Context: an optimization exercise on an open-source flow, tuned for small area, a short achievable clock period and few clock cycles per item. The choices shown serve that exercise and are no tape-out recipe.
Function was not checked in any run shown here: the RTL went through the layout flow alone.
Power is estimated from default activity; no workload was simulated.

## flow/design.v (module list and top-level ports; edited modules follow where they fit)
// module PipeIntMul: 4101 lines
// module mul_fa: 3 lines
// module mul_ha: 3 lines
module PipeIntMul(
  input  [31:0] intA,
  input  [31:0] intB,
  output [63:0] longP,
  input         val_op,
  output        commit,
  output        oprand_rdy,
  input         clk,
  input         reset
);
  // ...
==> flow/run.sh <==
#!/bin/bash
# synth_recipe.tcl (not shown) runs the flow's synth.tcl, then flattens the netlist and writes it again
# the make line also repeats each setting of config.mk as NAME=value (left out here)
make -C /OpenROAD-flow-scripts/flow DESIGN_CONFIG=/design/flow/config.mk WORK_HOME=/design/flow/orfs CLKGATE_MAP_FILE= SYNTH_SCRIPT=/design/flow/synth_recipe.tcl finish
==> flow/config.mk <==
export PLATFORM = sky130hd
export DESIGN_NAME = PipeIntMul
export DESIGN_NICKNAME = PipeIntMul
export VERILOG_FILES = /design/flow/design.v
export SDC_FILE = /design/flow/constraint.sdc
export NUM_CORES = 4
export LEC_CHECK = 0
export CAP_MARGIN = 20
export CORE_MARGIN = 2
export CORE_UTILIZATION = 40
export SLEW_MARGIN = 20
export SYNTH_HIERARCHICAL = 1
export SYNTH_MINIMUM_KEEP_SIZE = 0
==> flow/constraint.sdc <==
create_clock -name core_clock -period 9.0 [get_ports {clk}]
set_input_delay 1.8000 -clock core_clock [delete_from_list [all_inputs] [get_ports {clk}]]
set_output_delay 1.8000 -clock core_clock [all_outputs]
set_load 0.01 [all_outputs]
==> flow_summary.json, run 1 <==
{
  "top_regs": "m_r: 127 flops, p_r: 64 flops, a_r: 32 flops",
  "yosys.area_share.xor_xnor_pct": 18.0,
  "synthMuxAreaShare_pct": 0.0683,
  "period_minus_slack_ps": 5010,
  "m1WireLength_um": 39800,
  "final_common_cell": "xnor2_1",
  "cp_slowest_cell": "dfxtp_2",
  "clockPowerShare_pct": 10.4,
  "cts_resized": 0,
  "maxPowerGroup": "combinational cells",
  "layout.non_clock_inverters": 34,
  "multi_input_area_share_pct": 69.4,
  "grt_max_degree": 36,
  "drtPass1Iterations": 6,
  "maxCapViolCount": 0,
  "taps": 959,
  "cts_tree": "done",
  "status": "complete, no violations",
  "ff_latch_area_um2": 5510,
  "setup_viol": 0,
  "grtUsageMet2_pct": 41.8,
  "synthAdderAreaFrac_pct": 37.4,
  "holdBufCountCts": 0,
  "clk-power_mw": 1.48,
  "post-route-cell-area_um2": 32500,
  "finalClockSkew_ps": 24.2,
  "drt_iter0_markers": 2562,
  "synth_area_leaders": "fa_1 (33%), dfxtp_1 (19%), xnor2_1 (17%)",
  "relSlewSlack_pct": 29.9,
  "path_delay_family": "adder cells",
  "worstPathArrival_ps": 5440,
  "start_kind": "register"
}
==> run 2: changes to the inputs <==
--- a/flow/config.mk
+++ b/flow/config.mk
@@ -10,2 +10,3 @@
 export CORE_UTILIZATION = 40
+export SETUP_SLACK_MARGIN = 5
 export SLEW_MARGIN = 20
@@ -13 +14,2 @@
 export SYNTH_MINIMUM_KEEP_SIZE = 0
+export TNS_END_PERCENT = 100
==> flow_summary.json, run 2 <==
{
  "status": "complete, no violations",
  "antenna_cells": 0,
  "p_leak_nw": 13.7,
  "regMostFlops": "m_r",
  "synthTopCellsByCount": "xnor2_1 (571), a22oi_1 (497), fa_1 (480)",
  "cts-root-buf": "clkbuf_16",
  "final_cell_mix": "xnor2_1 (554), a22oi_1 (429), fa_1 (394), dfxtp_1 (200), clkdlybuf4s50_1 (131)",
  "place_ws_ps": 4340,
  "cts_buffers": 36,
  "cp_max_fo": 14,
  "place.gp.congestion": 0.883,
  "final_common_cell": "xnor2_1",
  "fmax_ghz": 0.242,
  "core_um2": 72700,
  "top_regs": "m_r: 127 flops, p_r: 64 flops, a_r: 32 flops",
  "rsz0062_at_grt": "yes",
  "synth_top_area_cell": "fa_1",
  "wirelength_um": 112000,
  "clk_pin_slew_ps": 50,
  "rows": 99,
  "synth_compound_area_share_pct": 17.3,
  "start_util_pct": 40.3,
  "n_fill_cell": 6313,
  "synthSimpleGateAreaFrac_pct": 4.04,
  "p_total_mw": 14.7,
  "wl_per_cell_um": 29.3,
  "ir_drop_uv": 305,
  "yosys_most_used_dff": "dfxtp_1",
  "nets": 3483,
  "worstPathArrival_ps": 4570,
  "dr_total_vias": 24000,
  "start_kind": "register",
  "die_area_um2": 75500,
  "yosysWarnings": 7,
  "drtPass1Iterations": 7,
  "antenna_found_initial": 2,
  "final_cell_count_no_fill": 3812,
  "synth_edf_count": 0,
  "clock_sink_count": 274,
  "dp_cells": 3625,
  "hold_viol": 0,
  "period_share_pct": 46.0,
  "io_buffers": 131,
  "critPathKind": "register to register",
  "cts_tree": "done",
  "grt_pass1_wl_um": 162000,
  "die_h_um": 275,
  "dp_hpwl_um": 62600,
  "synthAdderAreaFrac_pct": 37.4,
  "yosys.area_share.xor_xnor_pct": 18.0,
  "holdBufCountCts": 0,
  "worst_pin_slew_ps": 819,
  "synth_top_area_share_pct": 32.8,
  "ys_seq_elements": 274,
  "drive_gt1_share_pct": 18.2,
  "synth_cells": 2745,
  "clk_path_buf_depth": 3,
  "io_pins": 133,
  "slew_viol_final": 0,
  "finalClockSkew_ps": 47.2,
  "power.density_nw_per_um2": 401,
  "synth_area_um2": 29300,
  "period_minus_slack_ps": 4140,
  "insertion_delay_ps": 590,
  "drc": 0,
  "ys_seq_area_share_pct": 18.7,
  "synth_area_leaders": "fa_1 (33%), dfxtp_1 (19%), xnor2_1 (17%)",
  "grt_usage_pct": 29.0,
  "cp_slowest_cell": "fa_2",
  "ys_types": 59,
  "cpMostUsedCell": "fa_2",
  "synthMuxAreaShare_pct": 0.0683,
  "maxCapViolCount": 0,
  "htreeDepth": 2,
  "async_flop_share_pct": 0,
  "ant_nets": 0,
  "final.setup.tns_ps": 0,
  "setup.worst_path.end_class": "register",
  "setup_viol": 0,
  "whs_ps": 446,
  "required_ps": 9430,
  "layout_setup_ws_ps": 4860,
  "synth_top_family_by_area": "adder cells",
  "largest_register_ffs": 127,
  "viasPerCell": 6.28,
  "grt_max_degree": 36,
  "drt_iter0_markers": 2972,
  "critPathMaxStageDelay_ps": 620,
  "synth.avg_cell_area_um2": 10.7,
  "grt-ovfl-total": 0,
  "hold_class": "register to register",
  "synthMostInstantiatedCell": "xnor2_1",
  "area_growth_pct": 25.3,
  "die_w_um": 275,
  "crit_chain": "buf_12 -> a22oi_2 -> xnor2_1 -> fa_2 -> fa_2 -> fa_1 -> fa_2 -> fa_1 -> fa_2 -> fa_1",
  "first_global_vias": 25300,
  "relSlewSlack_pct": 44.9
}
[run 2: cell count changes in the layout (fill, tap and decap cells not counted), sizes merged]
cell and delta:
buf +72, bufbuf +50, bufinv -2, clkbuf +5
clkinvlp +3, diode -2, inv -2
[run 2: worst max-delay path: cells and delay by family (launching register included)]
family	cells	cell delay [ps]
AO/OA/AOI/OAI	1	100
adder cells (fa/ha/maj)	7	3120
buffers and inverters	1	190
XOR/XNOR	1	150
flip-flops	1	420
[run 2: through the flow]
stage               util (%)  instance area, µm²
floorplan                  -               29700
global placement        43.2               31400
detailed placement      43.2               31400
CTS                     49.5               36000
global route            50.5               36700
finish                  50.5               36700
[run 2: cell type report]
| cell class | instances | area, µm² | share of cell area [%] |
|---|---|---|---|
| multi-input cells | 2147 | 23300 | 63.4 |
| well taps | 959 | 1200 | 3.27 |
| clock buffers | 49 | 1020 | 2.78 |
| clock inverters | 15 | 160 | 0.436 |
| flip-flops and latches | 274 | 5640 | 15.3 |
| repair buffers | 334 | 5290 | 14.4 |
| inverters | 34 | 128 | 0.347 |
[run 2: worst paths after layout]
kind | end | depth (start not counted) | from | slack [ps]
max | m_r[70]$_DFF_P_ | 10 | one_r[5]$_DFF_P_ | 4860
min | val_r[1]$_SDFF_PP0_ | 1 | val_r[0]$_SDFF_PP0_ | 450
max reg2reg | m_r[70]$_DFF_P_ | 10 | one_r[5]$_DFF_P_ | 4860
min reg2reg | val_r[1]$_SDFF_PP0_ | 1 | val_r[0]$_SDFF_PP0_ | 450
[run 2: metal layers]
layer	track usage (%)	up-vias	wire length, µm
li1	-	9588	-
met1	35.0	11900	39100
met2	44.9	1947	49800
met3	8.98	533	14500
met4	18.8	2	8440
met5	0	-	12
[run 2: what timing repair did]
| item | CTS | global route |
|---|---|---|
| buffers inserted | 49 | 17 |
| cloned | 52 | 5 |
| resized for setup | 345 | 126 |
| pin swaps | 33 | 42 |
| setup endpoints to repair | 62 | 38 |
[run 2: modules after synthesis, one instance, submodules excluded]
module | copies in the design | flip-flops and latches | cell area, µm²
PipeIntMul | 1 | 274 | 19100
mul_fa | 480 | 0 | 20.0
mul_ha | 46 | 0 | 12.5
[run 2: power breakdown]
part	internal, mW	switching, mW
sequential	1.99	0.191
clock	0.833	0.600
combinational	5.18	5.96
total	8.00	6.75
[run 2: logic make-up (layout without fill, tap and decap cells)]
kind of cell | count (synthesis) | in the layout
AND/OR/NAND/NOR | 231 | 231
AO/OA/AOI/OAI | 704 | 704
other | 1 | 17
flip-flops | 274 | 274
buffers and inverters | 340 | 432
multiplexers | 2 | 2
XOR/XNOR | 604 | 604
adder cells (fa/ha/maj) | 589 | 589

==> re-timing with driven ports <==
The results above use ideal ports. As a check the final layouts listed here were re-extracted and re-timed, cells and wires unchanged. Step 1 sets driving cells, clkbuf_16 on the clock port and buf_2 on the other inputs (assumed; they add their load-dependent delay and slew). Step 2, shift: input delay + t, output delay - t, t = (earliest + latest rising clock arrival at the registers) / 2. This alone moves slack from input paths to output paths. Slacks: no drivers / after step 1 / after step 2; pairs: no drivers / after step 1.
| run | shift t [ns] | slack for setup (ns) | worst hold slack (ns) | cell pins on the clock port's net |
|---|---|---|---|---|
| run 1 | 0.633 | 3.994 / 3.994 / 3.994 | 0.443 / 0.443 / 0.443 | 1 |
| run 2 | 0.633 | 4.860 / 4.860 / 4.860 | 0.446 / 0.446 / 0.446 | 1 |
After both steps every run listed still meets setup and hold.
